What follows belongs to an exercise in optimizing a design on an open flow for small area and a short achievable clock period; a production flow would make more cautious choices. RTL that was checked went through simulation tests only; none was proved equivalent to the original. No driver is modelled on the clock port, so clock power and skew are understated where the tree is cut down; a real chip needs a root buffer or a tree. Power is estimated from default activity; no workload was simulated.

// fifo_sync
module fifo_sync(clk,rst,wen,ren,data_in,data_out,full,empty);
Size: ~70 I/O pins.
export LEC_CHECK = 0
export CAP_MARGIN = 20
export CORE_MARGIN = 2
export CORE_UTILIZATION = 70
export SETUP_SLACK_MARGIN = 0.7
export SLEW_MARGIN = 20
export TNS_END_PERCENT = 5
create_clock -name core_clock -period 2.0 [get_ports {clk}]
standard.sh (not shown) runs the stock make flow with config.mk's settings and CLKGATE_MAP_FILE= SYNTH_SCRIPT=/design/flow/synth_recipe.tcl, a recipe that flattens the netlist after the stock synthesis.
==> flow/flow/run.sh <==
#!/bin/bash
# The standard layout, with three changes:
#  - port buffers become plain buffers after global placement (iobuf.tcl);
#  - CTS without dummy loads, in clusters of at most 28 sinks;
#  - after CTS the clock port drives four branch buffers directly instead of
#    a root buffer and two branch buffers (post_cts.tcl, retree.tcl).
set -uo pipefail
here=$(pwd)
bash standard.sh finish \
  POST_GLOBAL_PLACE_TCL="$here/flow/iobuf.tcl" \
  POST_CTS_TCL="$here/flow/post_cts.tcl" \
  CTS_ARGS="-sink_clustering_enable -repair_clock_nets -sink_clustering_size 28 -sink_clustering_max_diameter 80 -dont_use_dummy_load" \
  > "$here/standard.log" 2>&1
==> flow/flow/post_cts.tcl <==
# After CTS: rebuild the top of the clock tree (retree.tcl), legalize, and
# repair timing again with the new clock arrival times.
source [file join [file dirname [info script]] retree.tcl]
detailed_placement
estimate_parasitics -placement
repair_timing -setup_margin $::env(SETUP_SLACK_MARGIN) -hold_margin $::env(HOLD_SLACK_MARGIN) -repair_tns $::env(TNS_END_PERCENT) -verbose
detailed_placement
check_placement -verbose
estimate_parasitics -placement
report_clock_latency -clock core_clock
Other scripts of this flow, unchanged in this note and not shown: flow/flow/iobuf.tcl, flow/flow/retree.tcl
The baseline produced a clean layout.
==> next run, changes <==
CORE_UTILIZATION = 65   (was 70)
SETUP_SLACK_MARGIN = 0.85   (was 0.7)
=>
- die area rose by 7.4%
- worst hold slack degrades by 8.5 ps
- combinational power rises by 10%
- utilization went down by 2.7 points
- final cell count came out higher by 3.6%
- sequential cell count is unchanged
- design area increases by 4.6%
- global-route usage came out lower by 0.37 points
- power is higher by 0.93%
- critical path depth came out lower by 3


fifo_sync, a different RTL version from the one above (not shown whole).
For scale: ~70 I/O pins.
==> flow/design.v (excerpt) <==
module fifo_sync(clk,rst,wen,ren,data_in,data_out,full,empty);
Settings: LEC_CHECK=0, CAP_MARGIN=20, CORE_MARGIN=2, CORE_UTILIZATION=65, SLEW_MARGIN=20; clock period 2.0 ns.
==> flow/flow/run.sh <==
#!/bin/bash
# Standard layout, with the output-port buffers made ordinary buffers after
# global placement (the standard port buffering picks a slow delay cell).
set -uo pipefail
here=$(pwd)
bash standard.sh finish POST_GLOBAL_PLACE_TCL="$here/flow/outbuf.tcl" > "$here/standard.log" 2>&1
==> flow/flow/outbuf.tcl <==
# Output-port buffers become buf_2.
foreach inst [get_cells output*] {
  replace_cell $inst sky130_fd_sc_hd__buf_2
}
puts "outbuf.tcl: resized [llength [get_cells output*]] output buffers"
The first run finished with timing, DRC and antenna clean.
Rerun with:
--- a/flow/config.mk
+++ b/flow/config.mk
@@ -10,0 +11 @@
+export SETUP_SLACK_MARGIN = 0.8
Effect: With this change the flow produced a layout that fails on negative setup slack; first-iteration DRC count rises by 120%; global-route usage went up by 9.8 points; routed wire length is higher by 59%; register-to-register slack gets worse by 0.34 ns; clock power goes up by about 2%.


Another version of the RTL of fifo_sync (not shown whole).
Size: roughly 700 cells after synthesis, about 310 flip-flops, roughly 0.011 sq mm of cells after synthesis.
Design fifo_sync, start of the top module:
module fifo_sync(clk,rst,wen,ren,data_in,data_out,full,empty);
  input clk;
  input rst;
  input wen;
  input ren;
  input [31 : 0] data_in;
  output reg [31 : 0] data_out;
  output reg full, empty;
  reg [31:0] mem [7:0];
  reg [7:0] wsel;    
  reg [7:0] rsel;    
  reg nfull;         
  reg nempty;        
  wire wr = wen & nfull;
  wire rd = ren & nempty;
  integer i;
  always @(posedge clk)
    for (i = 0; i < 8; i = i + 1)
      if (wsel[i])
        mem[i] <= data_in;
  wire take = rd & ~rst;
  wire hold = ~rd & ~rst;
  reg [31:0] rdata;
  always @* begin
    rdata = {32{hold}} & data_out;
    for (i = 0; i < 8; i = i + 1)
      rdata = rdata | ({32{take & rsel[i]}} & mem[i]);
  end
  always @(posedge clk)
    data_out <= rdata;
  wire [7:0] wpos  = wsel | ({8{~nfull}} & rsel);
  wire [7:0] wnext = {wpos[6:0], wpos[7]};
  wire [7:0] rnext = {rsel[6:0], rsel[7]};
  wire almost_full  = |(wnext & rsel);     
  wire almost_empty = |(rnext & wpos);     
  reg full_n, empty_n;
  always @* begin
    full_n  = ~nfull;
    empty_n = ~nempty;
    if (wr & ~rd) begin
      empty_n = 1'b0;
      full_n  = almost_full;
    end
    if (rd & ~wr) begin
      full_n  = 1'b0;
      empty_n = almost_empty;
    end
  end
  always @(posedge clk) begin
    if (rst) begin
      wsel   <= 8'd1;
      rsel   <= 8'd1;
      full   <= 1'b0;
      empty  <= 1'b1;
      nfull  <= 1'b1;
      nempty <= 1'b0;
    end else begin
      wsel   <= full_n ? 8'd0 : (wr ? wnext : wpos);
      if (rd) rsel <= rnext;
      full   <= full_n;
  ...
Settings: LEC_CHECK=0, CAP_MARGIN=20, CORE_MARGIN=2, CORE_UTILIZATION=75, SETUP_SLACK_MARGIN=0.7, SLEW_MARGIN=20, TNS_END_PERCENT=5; clock period 2.0 ns.
==> flow/flow/run.sh <==
#!/bin/bash
# The standard layout, with three changes:
#  - port buffers become plain buffers after global placement (iobuf.tcl);
#  - CTS without dummy loads, in clusters of at most 20 sinks;
#  - after CTS the clock port drives four branch buffers directly instead of
#    a root buffer and two branch buffers (post_cts.tcl, retree.tcl).
set -uo pipefail
here=$(pwd)
bash standard.sh finish \
  POST_GLOBAL_PLACE_TCL="$here/flow/iobuf.tcl" \
  POST_CTS_TCL="$here/flow/post_cts.tcl" \
  CTS_ARGS="-sink_clustering_enable -repair_clock_nets -sink_clustering_size 20 -sink_clustering_max_diameter 60 -dont_use_dummy_load" \
  > "$here/standard.log" 2>&1
==> flow/flow/iobuf.tcl <==
# Port buffers become plain buffers (the standard port buffering picks a slow
# delay cell): buf_2 on the outputs, buf_1 on the inputs.
foreach inst [get_cells output*] {
  replace_cell $inst sky130_fd_sc_hd__buf_2
}
foreach inst [get_cells input*] {
  replace_cell $inst sky130_fd_sc_hd__buf_1
}
puts "iobuf.tcl: [llength [get_cells output*]] output and [llength [get_cells input*]] input buffers"
Scripts as last shown in full above: flow/flow/post_cts.tcl
Other scripts of this flow, unchanged in this note and not shown: flow/flow/retree.tcl
Next try:
==> flow/flow/run.sh (replaced) <==
#!/bin/bash
# The standard layout, with three changes:
#  - output-port buffers become buf_2 after global placement (outbuf.tcl);
#  - CTS without dummy loads, in clusters of at most 20 sinks;
#  - after CTS the clock port drives four branch buffers directly instead of
#    a root buffer and two branch buffers (post_cts.tcl, retree.tcl).
set -uo pipefail
here=$(pwd)
bash standard.sh finish \
  POST_GLOBAL_PLACE_TCL="$here/flow/outbuf.tcl" \
  POST_CTS_TCL="$here/flow/post_cts.tcl" \
  CTS_ARGS="-sink_clustering_enable -repair_clock_nets -sink_clustering_size 20 -sink_clustering_max_diameter 60 -dont_use_dummy_load" \
  > "$here/standard.log" 2>&1
==> flow/flow/outbuf.tcl (new file) <==
# Output-port buffers become buf_2.
foreach inst [get_cells output*] {
  replace_cell $inst sky130_fd_sc_hd__buf_2
}
puts "outbuf.tcl: resized [llength [get_cells output*]] output buffers"
--- a/flow/flow/post_cts.tcl
+++ b/flow/flow/post_cts.tcl
@@ -4,5 +4,5 @@
 detailed_placement
 estimate_parasitics -placement
-repair_timing -setup_margin $::env(SETUP_SLACK_MARGIN) -hold_margin $::env(HOLD_SLACK_MARGIN) -repair_tns $::env(TNS_END_PERCENT) -verbose
+repair_timing -setup_margin $::env(SETUP_SLACK_MARGIN) -hold_margin $::env(HOLD_SLACK_MARGIN) -repair_tns 100 -verbose
 detailed_placement
 check_placement -verbose
CORE_UTILIZATION = 65   (was 75)
TNS_END_PERCENT = not set   (was 5)
removed: flow/flow/iobuf.tcl
Outcome:
- register-to-register slack is about the same
- via count hardly moves
- setup slack loses 0.012 ns
- synthesized cell count stays the same
- cell count rose by about 5.5%
- area after synthesis is unchanged
- clock power goes up by about 2%
- worst hold slack is better by 0.046 ns
- power is higher by 2.7%
No functional check of the RTL was part of any run of this note.


== exp/delta ==
RTL: one of the versions met above, not the one the previous note started from.
For scale: about 710 cells after synthesis, about 300 flip-flops, ~70 I/O pins.
==> flow/config.mk <==
export PLATFORM = sky130hd
export DESIGN_NAME = fifo_sync
export DESIGN_NICKNAME = fifo_sync
export VERILOG_FILES = /design/flow/design.v
export SDC_FILE = /design/flow/constraint.sdc
export NUM_CORES = 4
export LEC_CHECK = 0
export ABC_CLOCK_PERIOD_IN_PS = 800
export CAP_MARGIN = 20
export CORE_MARGIN = 2
export CORE_UTILIZATION = 65
export SETUP_SLACK_MARGIN = 0.7
export SLEW_MARGIN = 20
==> flow/constraint.sdc <==
create_clock -name core_clock -period 2.0 [get_ports {clk}]
set_input_delay 0.4000 -clock core_clock [delete_from_list [all_inputs] [get_ports {clk}]]
set_output_delay 0.4000 -clock core_clock [all_outputs]
set_load 0.01 [all_outputs]
==> flow/flow/run.sh <==
#!/bin/bash
# The standard layout, with three changes:
#  - output-port buffers become buf_2 after global placement (outbuf.tcl);
#  - CTS without dummy loads, in clusters of at most 20 sinks;
#  - after CTS the clock port drives four branch buffers directly instead of
#    a root buffer and two branch buffers (post_cts.tcl, retree.tcl).
set -uo pipefail
here=$(pwd)
bash standard.sh finish \
  POST_GLOBAL_PLACE_TCL="$here/flow/outbuf.tcl" \
  POST_CTS_TCL="$here/flow/post_cts.tcl" \
  CTS_ARGS="-sink_clustering_enable -repair_clock_nets -sink_clustering_size 20 -sink_clustering_max_diameter 60 -dont_use_dummy_load" \
  > "$here/standard.log" 2>&1
Other scripts of this flow, unchanged in this note and not shown: flow/flow/outbuf.tcl, flow/flow/post_cts.tcl, flow/flow/retree.tcl
Input changes introduced in exp/xenon (baseline for comparison: exp/delta):
# exp/delta
export LEC_CHECK = 0
export ABC_CLOCK_PERIOD_IN_PS = 800
export CAP_MARGIN = 20
export CORE_MARGIN = 2
export CORE_UTILIZATION = 65
export SETUP_SLACK_MARGIN = 0.7
export SLEW_MARGIN = 20
create_clock -name core_clock -period 2.0 [get_ports {clk}]
# exp/xenon
export LEC_CHECK = 0
export CAP_MARGIN = 20
export CORE_MARGIN = 2
export CORE_UTILIZATION = 65
export SETUP_SLACK_MARGIN = 0.7
export SLEW_MARGIN = 20
create_clock -name core_clock -period 2.0 [get_ports {clk}]
Results
- Diff exp/xenon..exp/delta | detail-routed via count per cell | unchanged
- On power density normalized to cell area, exp/delta and exp/xenon are neck and neck.
- Summary of exp/xenon over exp/delta: switching part of the total power saw little to no change; ratio of cells with drive above 1 in the final layout saw little to no change; clock latency reported for the late side of the worst-skew pair saw little to no change.
- As far as final cell count without fillers goes, exp/delta and exp/xenon are indistinguishable; the numbers are identical.
- Overall routed net length came out exactly the same in exp/delta and exp/xenon.
- Highest attainable clock frequency: exp/delta vs exp/xenon identical
- exp/xenon: no failed stages, no open violations at the end
- Reported for exp/delta and exp/xenon, number of inverters outside the clock class in the layout turned out identical to the last digit.


Setup of run a:
fifo_sync with an RTL version that a note above also has.
Size in the first run: roughly 630 cells after synthesis, ~70 I/O pins, ~11000 sq um of cells after synthesis.
Settings: LEC_CHECK=0, CAP_MARGIN=20, CORE_MARGIN=2, CORE_UTILIZATION=65, SETUP_SLACK_MARGIN=0.75, SLEW_MARGIN=20, TNS_END_PERCENT=5; clock period 2.0 ns.
==> flow/flow/run.sh <==
#!/bin/bash
# The standard layout, with three changes:
#  - port buffers become plain buffers after global placement (iobuf.tcl);
#  - CTS without dummy loads, in clusters of at most 28 sinks;
#  - after CTS the clock port drives four branch buffers directly instead of
#    a root buffer and two branch buffers (post_cts.tcl, retree.tcl).
set -uo pipefail
here=$(pwd)
bash standard.sh finish \
  POST_GLOBAL_PLACE_TCL="$here/flow/iobuf.tcl" \
  POST_CTS_TCL="$here/flow/post_cts.tcl" \
  CTS_ARGS="-sink_clustering_enable -repair_clock_nets -sink_clustering_size 28 -sink_clustering_max_diameter 80 -dont_use_dummy_load" \
  > "$here/standard.log" 2>&1
==> flow/flow/post_cts.tcl <==
# After CTS: rebuild the top of the clock tree (retree.tcl), legalize, and
# repair timing again with the new clock arrival times.
source [file join [file dirname [info script]] retree.tcl]
detailed_placement
estimate_parasitics -placement
repair_timing -setup_margin $::env(SETUP_SLACK_MARGIN) -hold_margin $::env(HOLD_SLACK_MARGIN) -repair_tns $::env(TNS_END_PERCENT) -verbose
detailed_placement
check_placement -verbose
estimate_parasitics -placement
report_clock_latency -clock core_clock
Other scripts of this flow, unchanged in this note and not shown: flow/flow/iobuf.tcl, flow/flow/retree.tcl
Per the final summary, run a finished and its layout is clean on timing, DRC and antenna.
What run b does differently from run a at the input level:
- swapping 5 for 0 in TNS_END_PERCENT
--- outcome ---
- Run a and run b all finish clean.
- For total routing usage reported by global routing, run a and run b come out practically identical.
- Cmp run b vs run a: wire length after detailed routing lower in run b
- Clock share of power of run b is on par with run a.
- The run showing the greater share of cell area taken by flip-flops and latches is run a.
- Summary of run b over run a: initial antenna violation count saw a decrease, half-perimeter wire length after detailed placement saw a decrease.


Another version of the RTL of fifo_sync (not shown whole).
Size: roughly 660 cells after synthesis, about 320 flip-flops, about 70 I/O pins, roughly 11000 um2 of cells after synthesis.
Design fifo_sync, start of the top module:
module fifo_sync(clk,rst,wen,ren,data_in,data_out,full,empty);
  input clk;
  input rst;
  input wen;
  input ren;
  input [31 : 0] data_in;
  output reg [31 : 0] data_out;
  output reg full, empty;
  reg [31:0] mem [7:0];
  reg [7:0] wsel;    
  reg [7:0] rsel;    
  reg [7:1] cnt;     
  reg nfull;         
  reg nempty;        
  wire wr = wen & nfull;
  wire rd = ren & nempty;
  wire up   = wr & ~rd;
  wire down = rd & ~wr;
  integer i;
  always @(posedge clk)
    for (i = 0; i < 8; i = i + 1)
      if (wsel[i])
        mem[i] <= data_in;
  reg [31:0] head;
  always @* begin
    head = 32'd0;
    for (i = 0; i < 8; i = i + 1)
      head = head | ({32{rsel[i]}} & mem[i]);
  end
  wire take = rd & ~rst;
  wire hold = ~rd & ~rst;
  always @(posedge clk)
    data_out <= ({32{take}} & head) | ({32{hold}} & data_out);
  wire [8:0] c = {~nfull, cnt, ~nempty};
  wire [8:0] c_n = up ? {c[7:0], 1'b0} : down ? {1'b0, c[8:1]} : c;
  wire [7:0] wpos  = wsel | ({8{~nfull}} & rsel);
  wire [7:0] wnext = {wpos[6:0], wpos[7]};
  wire [7:0] rnext = {rsel[6:0], rsel[7]};
  always @(posedge clk) begin
    if (rst) begin
      wsel   <= 8'd1;
      rsel   <= 8'd1;
      cnt    <= 7'd0;
      full   <= 1'b0;
      empty  <= 1'b1;
      nfull  <= 1'b1;
      nempty <= 1'b0;
    end else begin
      wsel   <= c_n[8] ? 8'd0 : (wr ? wnext : wpos);
      if (rd) rsel <= rnext;
      cnt    <= c_n[7:1];
      full   <= c_n[8];
      empty  <= c_n[0];
      nfull  <= ~c_n[8];
      nempty <= ~c_n[0];
    end
  end
endmodule
==> flow/config.mk <==
export PLATFORM = sky130hd
export DESIGN_NAME = fifo_sync
export DESIGN_NICKNAME = fifo_sync
export VERILOG_FILES = /design/flow/design.v
export SDC_FILE = /design/flow/constraint.sdc
export NUM_CORES = 4
export LEC_CHECK = 0
export CAP_MARGIN = 20
export CORE_MARGIN = 2
export CORE_UTILIZATION = 65
export GPL_ROUTABILITY_DRIVEN = 0
export PLACE_DENSITY = 0.7
export SETUP_SLACK_MARGIN = 0.7
export SLEW_MARGIN = 20
export TNS_END_PERCENT = 5
==> flow/constraint.sdc <==
create_clock -name core_clock -period 2.0 [get_ports {clk}]
set_input_delay 0.4000 -clock core_clock [delete_from_list [all_inputs] [get_ports {clk}]]
set_output_delay 0.4000 -clock core_clock [all_outputs]
set_load 0.01 [all_outputs]
==> flow/flow/run.sh <==
#!/bin/bash
# The standard layout, with three changes:
#  - port buffers become plain buffers after global placement (iobuf.tcl);
#  - CTS without dummy loads, in clusters of at most 20 sinks;
#  - after CTS the clock port drives four branch buffers directly instead of
#    a root buffer and two branch buffers (post_cts.tcl, retree.tcl).
set -uo pipefail
here=$(pwd)
bash standard.sh finish \
  POST_GLOBAL_PLACE_TCL="$here/flow/iobuf.tcl" \
  POST_CTS_TCL="$here/flow/post_cts.tcl" \
  CTS_ARGS="-sink_clustering_enable -repair_clock_nets -sink_clustering_size 20 -sink_clustering_max_diameter 60 -dont_use_dummy_load" \
  > "$here/standard.log" 2>&1
Scripts as last shown in full above: flow/flow/post_cts.tcl
Other scripts of this flow, unchanged in this note and not shown: flow/flow/iobuf.tcl, flow/flow/retree.tcl
The starting point completed without violations.
Edit:
--- a/flow/flow/run.sh
+++ b/flow/flow/run.sh
@@ -4 +4 @@
-#  - CTS without dummy loads, in clusters of at most 20 sinks;
+#  - CTS without dummy loads, in clusters of at most 28 sinks;
@@ -12 +12 @@
-  CTS_ARGS="-sink_clustering_enable -repair_clock_nets -sink_clustering_size 20 -sink_clustering_max_diameter 60 -dont_use_dummy_load" \
+  CTS_ARGS="-sink_clustering_enable -repair_clock_nets -sink_clustering_size 28 -sink_clustering_max_diameter 80 -dont_use_dummy_load" \
--- a/flow/config.mk
+++ b/flow/config.mk
@@ -11,2 +10,0 @@
-export GPL_ROUTABILITY_DRIVEN = 0
-export PLACE_DENSITY = 0.7
Result: Global-route usage goes down by 0.40 points; setup slack barely changes; register-to-register slack stays flat.
Edit:
--- a/flow/flow/run.sh
+++ b/flow/flow/run.sh
@@ -4 +4 @@
-#  - CTS without dummy loads, in clusters of at most 28 sinks;
+#  - CTS without dummy loads, in clusters of at most 20 sinks;
@@ -12 +12 @@
-  CTS_ARGS="-sink_clustering_enable -repair_clock_nets -sink_clustering_size 28 -sink_clustering_max_diameter 80 -dont_use_dummy_load" \
+  CTS_ARGS="-sink_clustering_enable -repair_clock_nets -sink_clustering_size 20 -sink_clustering_max_diameter 60 -dont_use_dummy_load" \
--- a/flow/config.mk
+++ b/flow/config.mk
@@ -10 +10 @@
-export CORE_UTILIZATION = 65
+export CORE_UTILIZATION = 55
Result: The new run completed without violations. Setup slack degrades by 0.013 ns. Core utilization shrinks by 10 points. Sequential share of layout area shrinks by 1.3 points. Maximum frequency shrinks by 0.95%. Critical path depth grows by 2. Global-route usage shrinks by 3.9 points. Power grows by 4.9%. Wire length grows by 1.9%. Synthesized cell count stays the same. Final area grows by 2.1%. Sequential power hardly moves.
Edit:
--- a/flow/config.mk
+++ b/flow/config.mk
@@ -10 +10 @@
-export CORE_UTILIZATION = 55
+export CORE_UTILIZATION = 65
The changed run finished clean; worst hold slack hardly moves; clock skew drops by 0.017 ns; power shrinks by 1.3%; worst setup slack is better by 0.023 ns; synthesized area is unchanged; maximum frequency is higher by 1.7%; critical path depth shrinks by 2; final area falls by 1.2%.

-- re-timing with driven ports --
No port has a modelled driver above. Below, the same layouts with a new extraction and two added sets of constraints.
Step 1 (the two cells are an assumption about what drives the block):
set clk [get_ports {clk}]
set_driving_cell -lib_cell sky130_fd_sc_hd__clkbuf_16 $clk
set_driving_cell -lib_cell sky130_fd_sc_hd__buf_2 [delete_from_list [all_inputs] $clk]
Step 2 times the ports against the registers' clock, not the clock port: input delays grow and output delays shrink by t, the midpoint of the rising clock arrivals with the driver on.
Slacks: ideal ports / drivers / drivers and shift; pairs: ideal ports / drivers.
run	t, ns	slack for setup (ns)	pins driven straight from the clock port
the first run of note 1	0.381	0.702 / 0.702 / 0.428	4
the second run of note 1	0.381	0.740 / 0.705 / 0.488	4
the first run of note 2	0.583	0.211 / 0.211 / -0.365	1
the second run of note 2	0.595	-0.127 / -0.127 / -0.138	1
the first run of note 3	0.389	0.479 / 0.479 / 0.282	4
the second run of note 3	0.393	0.467 / 0.467 / 0.239	4
exp/delta	0.393	0.331 / 0.331 / 0.223	4
exp/xenon	0.393	0.331 / 0.331 / 0.223	4
run a	0.380	0.744 / 0.710 / 0.479	4
run b	0.381	0.758 / 0.716 / 0.476	4
the first run of note 6	0.395	0.658 / 0.658 / 0.412	4
the second run of note 6	0.398	0.658 / 0.658 / 0.426	4
the third run of note 6	0.393	0.645 / 0.645 / 0.382	4
the fourth run of note 6	0.395	0.669 / 0.669 / 0.417	4
With both steps, setup timing fails in the first run of note 2, where it was met with ideal ports. For the first run of note 2, which loses most, drivers alone change the setup slack by 0.000 ns; drivers and shift together by -0.576 ns.
